Background: an optimization exercise with open tools, aiming at small area, a short achievable clock period and few clock cycles per item. Do not read the settings as production practice. The RTL was checked by simulation tests, not by an equivalence proof against the original design. Power figures rest on the tool's default switching activity, not on a simulated workload.

==> flow/design.v (excerpt) <==
module boron_codec(
    input         clk,
    input         rst,
    input         enc_start,
    input  [63:0] enc_plain,
    input  [79:0] enc_key,
    output [63:0] enc_out,
    output        enc_done,
    input         dec_start,
    input  [63:0] dec_cipher,
    input  [79:0] dec_key,
    output [63:0] dec_out,
    output        dec_done
);
Settings: LEC_CHECK=0, ABC_CLOCK_PERIOD_IN_PS=1500, CAP_MARGIN=20, CORE_MARGIN=2, CORE_UTILIZATION=40, PLACE_DENSITY=0.6, SETUP_SLACK_MARGIN=2.2, SLEW_MARGIN=20; clock period 4.0 ns.
run.sh (not shown) runs the stock make flow with config.mk's settings and CLKGATE_MAP_FILE= SYNTH_SCRIPT=/design/flow/synth_recipe.tcl, a recipe that flattens the netlist after the stock synthesis.
Testbench counts at the start, summed over its fixed seeds: cycles 6,920, items 256.
Rerun with:
ABC_CLOCK_PERIOD_IN_PS = default   (was 1500)
SETUP_SLACK_MARGIN = default   (was 2.2)
Die area does not change.
Count of clock-buffer cells in the layout is lower by 2.
Power is lower by a quarter to a third.
Global-route usage is lower by 3.3 points.
Via count is lower by roughly a tenth.
Sequential power is higher by a little under a tenth.
First-iteration DRC count is lower slightly.
Utilization is lower by 14 points.
Combinational power is lower by well over a third.

* * *

boron_codec, a different RTL version from the one above (not shown whole).
Size: roughly 2200 cells after synthesis, roughly 310 flip-flops, ~420 I/O pins.
export LEC_CHECK = 0
export CAP_MARGIN = 20
export CORE_MARGIN = 2
export CORE_UTILIZATION = 60
export GPL_ROUTABILITY_DRIVEN = 0
export PLACE_DENSITY = 0.72
export SETUP_SLACK_MARGIN = 1.8
export SLEW_MARGIN = 20
export SYNTH_HIERARCHICAL = 1
create_clock -name core_clock -period 4.0 [get_ports {clk}]
standard.sh (not shown) runs the stock make flow with config.mk's settings and CLKGATE_MAP_FILE= SYNTH_SCRIPT=/design/flow/synth_recipe.tcl, a recipe that flattens the netlist after the stock synthesis.
==> flow/flow/run.sh <==
#!/bin/bash
# The standard layout (standard.sh) with two changes:
#  - synthesis maps with ABC's &nf mapper (nf.script) instead of the ORFS
#    speed script, without 4-input muxes and without half-adder extraction
#    (synth.tcl, otherwise the standard flow's own synth_recipe.tcl);
#  - every port is buffered by sky130_fd_sc_hd__buf_1 instead of the
#    clock-delay buffer buffer_ports picks by default.
# ORFS writes each step's log under orfs/logs/; make's output goes to
# standard.log.
set -euo pipefail
here=$(cd "$(dirname "${BASH_SOURCE[0]}")" && pwd)
export BUFFER_PORTS_ARGS="-buffer_cell sky130_fd_sc_hd__buf_1"
export MY_ABC_SCRIPT="$here/nf.script"
grep -q 'SYNTH_SCRIPT=' standard.sh
sed "s#SYNTH_SCRIPT=[^ ]*#SYNTH_SCRIPT=$here/synth.tcl#" standard.sh > my_standard.sh
grep -q "SYNTH_SCRIPT=$here/synth.tcl" my_standard.sh
bash my_standard.sh > standard.log 2>&1
==> flow/flow/nf.script <==
&get -n
&st
&dch
&nf
&put
topo
stime -c
==> flow/flow/synth.tcl <==
proc synth {args} { yosys synth -nofsm -noshare {*}$args }
# Technology mapping: ABC's &nf mapper (area recovery, no buffering) in place
# of the ORFS scripts, without the 4-input muxes, and no half-adder
# extraction; OpenROAD's repair sizes and buffers the critical paths.
proc abc {args} {
  set i [lsearch -exact $args -script]
  if {$i >= 0} { lset args [expr {$i + 1}] $::env(MY_ABC_SCRIPT) }
  foreach c {mux4_1 mux4_2 mux4_4} { lappend args -dont_use sky130_fd_sc_hd__$c }
  yosys abc {*}$args
}
proc extract_fa {args} {}
source $::env(SCRIPTS_DIR)/synth.tcl
# left out here: clear keep_hierarchy, flatten, clean up, hide names made inside functions, write 1_2_yosys.v
The starting point finished with timing, DRC and antenna clean.
Testbench counts at the start, summed over its fixed seeds: cycles 6,920, items 256.
Then changed:
- CORE_UTILIZATION: 60 -> 55
- GPL_ROUTABILITY_DRIVEN: 0 -> default
- PLACE_DENSITY: 0.72 -> 0.68
- SETUP_SLACK_MARGIN: 1.8 -> 1.85
After rerunning: The new run went through all stages and came out clean. Combinational power increases by a few percent. Non-clock buffer count increases by 42. Design area increases by a few percent. Total power increases by a few percent. Sequential power barely changes.
Then changed:
- CORE_UTILIZATION: 55 -> 60
- PLACE_DENSITY: 0.68 -> 0.72
- SETUP_SLACK_MARGIN: 1.85 -> 1.8
Outcome:
- combinational power shrinks by about 3%
- design area shrinks by 2.3%
- register-to-register slack is worse by 60 ps
Then changed:
- GPL_ROUTABILITY_DRIVEN: default -> 0
- SETUP_SLACK_MARGIN: 1.8 -> 1.75
Result: Routed wire length fell by 1.8%. Worst setup slack barely changes. Design area fell by 1.6%. Global-route usage fell by 0.47 points. Maximum frequency is about the same. Utilization fell by 1.2 points. Combinational power stays flat. Synthesized cell count is unchanged.
Then changed:
- CORE_UTILIZATION: 60 -> 65
- PLACE_DENSITY: 0.72 -> 0.75
- SETUP_SLACK_MARGIN: 1.75 -> 1.8
=>
- The changed run completed with no timing, DRC or antenna violations
- register-to-register slack improved by 30 ps
- worst hold slack loses 3.8 ps
- cell count decreases by 0.75%
- power climbs by 2.3%
- design area increases by 1.1%
- first-iteration DRC count rose by 8.9%
- maximum frequency rose by 1.3%
- count of clock-buffer cells in the layout rises by 2
- non-clock buffer count came out higher by 25
- sequential share of layout area fell by 0.24 points

* * *

Another version of the RTL of boron_codec (not shown whole).
For scale: about 2200 cells after synthesis, ~310 flip-flops, ~420 I/O pins, ~20000 µm² of cells after synthesis.
==> flow/config.mk <==
export PLATFORM = sky130hd
export DESIGN_NAME = boron_codec
export DESIGN_NICKNAME = boron_codec
export VERILOG_FILES = /design/flow/design.v
export SDC_FILE = /design/flow/constraint.sdc
export NUM_CORES = 4
export LEC_CHECK = 0
export CAP_MARGIN = 20
export CORE_MARGIN = 2
export CORE_UTILIZATION = 40
export PLACE_DENSITY = 0.6
export SETUP_SLACK_MARGIN = 1.9
export SLEW_MARGIN = 20
export SYNTH_HIERARCHICAL = 1
==> flow/constraint.sdc <==
create_clock -name core_clock -period 4.0 [get_ports {clk}]
set_input_delay 0.8000 -clock core_clock [delete_from_list [all_inputs] [get_ports {clk}]]
set_output_delay 0.8000 -clock core_clock [all_outputs]
set_load 0.01 [all_outputs]
Scripts as last shown in full above: flow/flow/run.sh, flow/flow/nf.script, flow/flow/synth.tcl
The starting point finished clean.
Testbench counts at the start, summed over its fixed seeds: cycles 6,920, items 256.
Edit:
- CORE_UTILIZATION: 40 -> 60
- PLACE_DENSITY: 0.6 -> 0.72
- SETUP_SLACK_MARGIN: 1.9 -> 1.8
Effect:
- worst setup slack loses 0.096 ns
- sequential cell count stays the same
- register-to-register slack loses 0.12 ns
- wire length went down by 8.9%
- design area went down by 7.9%
- maximum frequency went down by 4.2%
- non-clock buffer count went down by 120
- via count went down by 2.2%

port drivers added, routing unchanged:
In the flow no input, the clock included, has a driving cell. The finished layouts below were timed again as built, in two steps. Step 1, drivers: a clkbuf_16 drives clk and a buf_2 each remaining input, both assumed. Step 2 also shifts input and output timing later by t, the mid clock arrival at the registers, as if the neighbouring blocks saw the same clock. Slacks: no drivers / after step 1 / after step 2; pairs: no drivers / after step 1.
| run | shift t [ns] | setup WS [ns] | worst hold slack (ns) |
|---|---|---|---|
| the first run of note 1 | 0.641 | 1.429 / 1.429 / 1.429 | 0.460 / 0.460 / 0.460 |
| the second run of note 1 | 0.623 | 0.670 / 0.670 / 0.670 | 0.458 / 0.458 / 0.458 |
| the first run of note 2 | 0.571 | 1.791 / 1.739 / 1.690 | 0.434 / 0.434 / 0.434 |
| the second run of note 2 | 0.579 | 1.824 / 1.768 / 1.433 | 0.434 / 0.434 / 0.434 |
| the third run of note 2 | 0.562 | 1.767 / 1.752 / 1.487 | 0.435 / 0.435 / 0.435 |
| the fourth run of note 2 | 0.573 | 1.767 / 1.719 / 1.691 | 0.437 / 0.437 / 0.437 |
| the fifth run of note 2 | 0.577 | 1.796 / 1.757 / 1.568 | 0.433 / 0.433 / 0.433 |
| the first run of note 3 | 0.618 | 1.786 / 1.726 / 1.397 | 0.440 / 0.409 / 0.440 |
| the second run of note 3 | 0.572 | 1.690 / 1.690 / 1.402 | 0.443 / 0.443 / 0.443 |
After both steps setup and hold are still met in every run listed. For the second run of note 2, which loses most, drivers alone change the setup slack by -0.056 ns; drivers and shift together by -0.391 ns.
